Source: an optimization exercise on an open RTL-to-GDS flow (aim: small area). Production flows keep margins and buffers that such runs may drop.
In this exercise RTL edits were held to simulation tests only and were not proved equivalent to the original.

Setup of old:
==> flow/design.v (excerpt) <==
module Allocator
	#(parameter MODEL_ADDR_WIDTH=10, MODEL_DATA_WIDTH=18, MODEL_LOC_SIZE=1024,
					WEIGHT_ADDR_WIDTH=11, WEIGHT_DATA_WIDTH=9, WEIGHT_LOC_SIZE=2048,
					TENSOR_ADDR_WIDTH=9, TENSOR_DATA_WIDTH=36, TENSOR_LOC_SIZE=512)
	(input clk_11MHz, input resetn,
	output reg [7:0] N,
	output reg [7:0] M,
	output reg mm_ena,
	output mm_wea,
	output [MODEL_ADDR_WIDTH-1:0] mm_addra,
	output [MODEL_DATA_WIDTH-1:0] mm_dla,
	output wm_ena_0, wm_ena_1, wm_ena_2, wm_ena_3, wm_ena_4, wm_ena_5, wm_ena_6, wm_ena_7,
	output wm_wea_0, wm_wea_1, wm_wea_2, wm_wea_3, wm_wea_4, wm_wea_5, wm_wea_6, wm_wea_7,
	output [WEIGHT_ADDR_WIDTH-1:0] wm_addra_0,
	output [WEIGHT_ADDR_WIDTH-1:0] wm_addra_1,
	output [WEIGHT_ADDR_WIDTH-1:0] wm_addra_2,
	output [WEIGHT_ADDR_WIDTH-1:0] wm_addra_3,
	output [WEIGHT_ADDR_WIDTH-1:0] wm_addra_4,
	output [WEIGHT_ADDR_WIDTH-1:0] wm_addra_5,
	output [WEIGHT_ADDR_WIDTH-1:0] wm_addra_6,
	output [WEIGHT_ADDR_WIDTH-1:0] wm_addra_7,
	output [WEIGHT_DATA_WIDTH-1:0] wm_dla_0,
	output [WEIGHT_DATA_WIDTH-1:0] wm_dla_1,
	output [WEIGHT_DATA_WIDTH-1:0] wm_dla_2,
	output [WEIGHT_DATA_WIDTH-1:0] wm_dla_3,
	output [WEIGHT_DATA_WIDTH-1:0] wm_dla_4,
	output [WEIGHT_DATA_WIDTH-1:0] wm_dla_5,
	output [WEIGHT_DATA_WIDTH-1:0] wm_dla_6,
	output [WEIGHT_DATA_WIDTH-1:0] wm_dla_7,
	output reg tm_ena,
	output tm_wea,
	output [TENSOR_ADDR_WIDTH-1:0] tm_addra,
	output [TENSOR_DATA_WIDTH-1:0] tm_dla,
	input [7:0] RxData,
	input valid,
	output reg start_sig,
	output reg [3:0] StateLED
	);
For scale: about 770 cells after synthesis, roughly 120 flip-flops, ~6900 um2 of cells after synthesis.
==> flow/config.mk <==
export PLATFORM = sky130hd
export DESIGN_NAME = Allocator
export DESIGN_NICKNAME = Allocator
export VERILOG_FILES = /design/flow/design.v
export SDC_FILE = /design/flow/constraint.sdc
export NUM_CORES = 4
export LEC_CHECK = 0
export ABC_AREA = 1
export CAP_MARGIN = 20
export CORE_MARGIN = 2
export CORE_UTILIZATION = 70
export CTS_BUF_LIST = sky130_fd_sc_hd__clkbuf_4
export SLEW_MARGIN = 20
==> flow/constraint.sdc <==
create_clock -name core_clock -period 5.0 [get_ports {clk_11MHz}]
set_input_delay 1.0000 -clock core_clock [delete_from_list [all_inputs] [get_ports {clk_11MHz}]]
set_output_delay 1.0000 -clock core_clock [all_outputs]
set_load 0.01 [all_outputs]
standard.sh (not shown) runs the stock make flow with config.mk's settings and CLKGATE_MAP_FILE= SYNTH_SCRIPT=/design/flow/synth_recipe.tcl, a recipe that flattens the netlist after the stock synthesis.
==> flow/flow/run.sh <==
#!/bin/bash
# The standard layout (standard.sh) with three changes:
#  - synthesis maps the logic with ABC's area mapper (flow/abc_area_map.script)
#    and without Yosys's half/full-adder extraction; registers, the synth
#    options and the flatten/rename steps are the standard flow's own (synth_recipe.tcl)
#  - each port's buffer is the smallest buffer cell
#  - the clock tree uses clkbuf_4 and no dummy loads
set -euo pipefail
here=$PWD
export AREA_ABC_SCRIPT=$here/flow/abc_area_map.script
{
  cat <<'TCL'
# use the area script for the technology mapping call of synth.tcl
proc abc {args} {
  set i [lsearch -exact $args -script]
  if {$i >= 0} { lset args [expr {$i + 1}] $::env(AREA_ABC_SCRIPT) }
  yosys abc {*}$args
}
TCL
  cat synth_recipe.tcl
} > area_synth.tcl
sed -e "s#SYNTH_SCRIPT=[^ ]*#SYNTH_SCRIPT=$here/area_synth.tcl ADDER_MAP_FILE=#" standard.sh > area_standard.sh
grep -q "SYNTH_SCRIPT=$here/area_synth.tcl" area_standard.sh
export BUFFER_PORTS_ARGS="-buffer_cell sky130_fd_sc_hd__buf_1"
export CTS_ARGS="-sink_clustering_enable -repair_clock_nets -buf_list sky130_fd_sc_hd__clkbuf_4 -dont_use_dummy_load"
bash area_standard.sh > standard_flow.log 2>&1
==> flow/flow/abc_area_map.script <==
strash
balance
rewrite
refactor
balance
rewrite
rewrite -z
balance
refactor -z
rewrite -z
balance
dch -f
amap
topo
Here is what was changed in the inputs of new compared with old.
--- a/flow/design.v
+++ b/flow/design.v
@@ -36,23 +36,23 @@
 	input valid,
 	output reg start_sig,
 	output reg [3:0] StateLED
 	);
 	reg [1:0] t;
 	reg [2:0] p;
 	reg [9:0]  C;        
 	reg [7:0]  D;        
 	reg [23:0] img;      
 	reg [15:0] L;        
-	reg [15:0] nrow;     
+	reg        rowdone;  
+	reg [15:0] rowcnt;   
 	reg [10:0] acline;   
-	reg [2:0]  lane;     
 	reg        we;       
 	wire ctrl   = (t == 2'b00);
 	wire model  = (t == 2'b01);
 	wire wgt    = (t == 2'b10);
 	wire image  = (t == 2'b11);
 	wire plast  = (p == 3'd7);
 	wire FF     = (RxData == 8'hFF);
 	wire Waiting = ctrl & ~p[0] & ~p[1];
 	wire FType   = ctrl & p[0];
 	wire Nnum    = model & (p == 3'd0);
@@ -64,46 +64,57 @@
 		reg c;
 		begin
 			c = 1'b1;
 			for (k = 0; k < 16; k = k + 1) begin
 				inc16[k] = x[k] ^ c;
 				c = c & x[k];
 			end
 			inc16[16] = c;
 		end
 	endfunction
+	function [15:0] dec16(input [15:0] x);
+		integer k;
+		reg b;
+		begin
+			b = 1'b1;
+			for (k = 0; k < 16; k = k + 1) begin
+				dec16[k] = x[k] ^ b;
+				b = b & ~x[k];
+			end
+		end
+	endfunction
 	function [10:0] inc11(input [10:0] x, input ci);
 		integer k;
 		reg c;
 		begin
 			c = ci;
 			for (k = 0; k < 11; k = k + 1) begin
 				inc11[k] = x[k] ^ c;
 				c = c & x[k];
 			end
 		end
 	endfunction
 	wire [16:0] Cinc17 = inc16({6'd0, C});
 	wire [9:0]  Cinc = Cinc17[9:0];
 	wire [16:0] Hinc17 = inc16({8'd0, img[7:0]});
 	wire [7:0]  Hinc = Hinc17[7:0];
-	wire [16:0] Rinc17 = inc16(nrow);
-	wire [15:0] Rinc = Rinc17[15:0];
 	wire [16:0] Linc = inc16(L);
+	wire [16:0] Lnext = rowdone ? 17'd1 : Linc;    
 	wire [15:0] COL  = {img[15:8], img[23:16]};
-	wire rowend  = (Linc == {1'b0, COL});
-	wire lastrow = (nrow == 16'hFFFE);
+	wire rowend  = (Lnext == {1'b0, COL});
+	wire lastrow = (rowcnt == 16'd1);
 	wire mend    = (&C[7:0]) & (&img[7:0]);
 	wire iend    = (C[9:0] == 10'd782);
 	assign mm_wea = mm_ena;
 	assign mm_addra = {C[7:0], ~(p[2] ^ p[1]), p[2] & ~p[1]};
 	assign mm_dla = {2'b00, img[23:16], D};
+	wire [2:0] lane = L[2:0] - 3'd1;
 	wire [7:0] wsel = {8{we}} & (8'd1 << lane);
 	assign {wm_ena_7, wm_ena_6, wm_ena_5, wm_ena_4, wm_ena_3, wm_ena_2, wm_ena_1, wm_ena_0} = wsel;
 	assign {wm_wea_7, wm_wea_6, wm_wea_5, wm_wea_4, wm_wea_3, wm_wea_2, wm_wea_1, wm_wea_0} = wsel;
 	assign wm_addra_0 = acline; assign wm_addra_1 = acline;
 	assign wm_addra_2 = acline; assign wm_addra_3 = acline;
 	assign wm_addra_4 = acline; assign wm_addra_5 = acline;
 	assign wm_addra_6 = acline; assign wm_addra_7 = acline;
 	assign wm_dla_0 = {1'b0, D}; assign wm_dla_1 = {1'b0, D};
 	assign wm_dla_2 = {1'b0, D}; assign wm_dla_3 = {1'b0, D};
 	assign wm_dla_4 = {1'b0, D}; assign wm_dla_5 = {1'b0, D};
@@ -148,31 +159,31 @@
 				if (Mnum) M <= RxData;
 				if (FType) StateLED[3] <= 0;
 				if (image && plast && FF) StateLED[3] <= 1;
 				if (model) StateLED[0] <= !(plast && FF);
 				if (wgt) StateLED[1] <= !(plast && FF);
 				if (image) StateLED[2] <= !(plast && FF);
 			end
 		end
 	end
 	always @(posedge clk_11MHz) begin
-		if (ReadW) lane <= L[2:0];
-		if (valid || !ReadW) L <= (ReadW && !rowend) ? Linc[15:0] : 16'd0;
 		if (valid) begin
 			if (ReadW || !we) D <= RxData;
 			if (!ReadW) img[23:8] <= {wgt ? RxData : D, img[23:16]};
 			if (wgt) begin
 				if (Mnum) img[7:0] <= 8'hFF;
 				else if (p == 3'd1 && (&C[7:0])) img[7:0] <= Hinc;
 			end else img[7:0] <= img[15:8];
 			if (FType) C <= 10'h3FF;
 			else if (Mnum) C[7:0] <= ~RxData;
 			else if (p == 3'd1 && !ctrl) C <= Cinc;
 			if (Mnum) acline <= 11'h7FF;
-			else if (ReadW) acline <= inc11(acline, L[2:0] == 3'd0);
-			if (wgt && p == 3'd1) nrow[15:8] <= ~RxData;
-			else if (Nnum) nrow <= {8'hFF, ~RxData};
-			else if (wgt && p == 3'd2) nrow[7:0] <= ~RxData;
-			else if ((ReadW && rowend && !(&nrow)) || (model && p == 3'd6)) nrow <= Rinc;
+			else if (ReadW) acline <= inc11(acline, rowdone || L[2:0] == 3'd0);
+			if (ReadW) L <= Lnext[15:0];
+			rowdone <= !ReadW || rowend;
+			if (wgt && p == 3'd1) rowcnt[15:8] <= RxData;
+			else if (Nnum) rowcnt <= {8'd0, RxData};
+			else if (wgt && p == 3'd2) rowcnt[7:0] <= RxData;
+			else if ((ReadW && rowend && rowcnt != 16'd0) || (model && p == 3'd6)) rowcnt <= dec16(rowcnt);
 		end
 	end
 endmodule
==> summary.txt <==
- [diff] setup slack, new relative to old: regression
- | mean instance size in the synthesized netlist | new vs old | 0.13 um2 higher |
- The launch point of the worst path comes out L[1]$_SDFFCE_PN0P_ in one run and L[0]$_DFFE_PP_ in the other, namely in old and new respectively.
- Between new and old, it is new whose weighted congestion at the end of routability-driven global placement is lower, by about 1.3%.
- Proportion of layout cells with a drive suffix above 1 sits lower in new than in old.
- new against old: overall routed net length up 0.92%, count of clock buffers in the final design flat.

==> port drivers added, routing unchanged <==
The flow's constraints put no driver on any port. The routed layouts listed below were extracted and timed again, unchanged, in two steps.
Step 1 assumes that a clkbuf_16 drives the clock port and a buf_2 every other input.
Step 2 times the ports against the registers' clock, not the clock port: input delays grow and output delays shrink by t, the midpoint of the rising clock arrivals with the driver on.
Three values: ideal ports, drivers, drivers and shift; two values: the first two.
| run | t (ns) | setup WS [ns] | worst setup path after step 2 |
|---|---|---|---|
| old | 0.526 | 0.595 / 0.595 / 0.595 | register to register |
| new | 0.522 | 0.386 / 0.386 / 0.386 | register to register |
After both steps setup and hold are still met in every run listed.
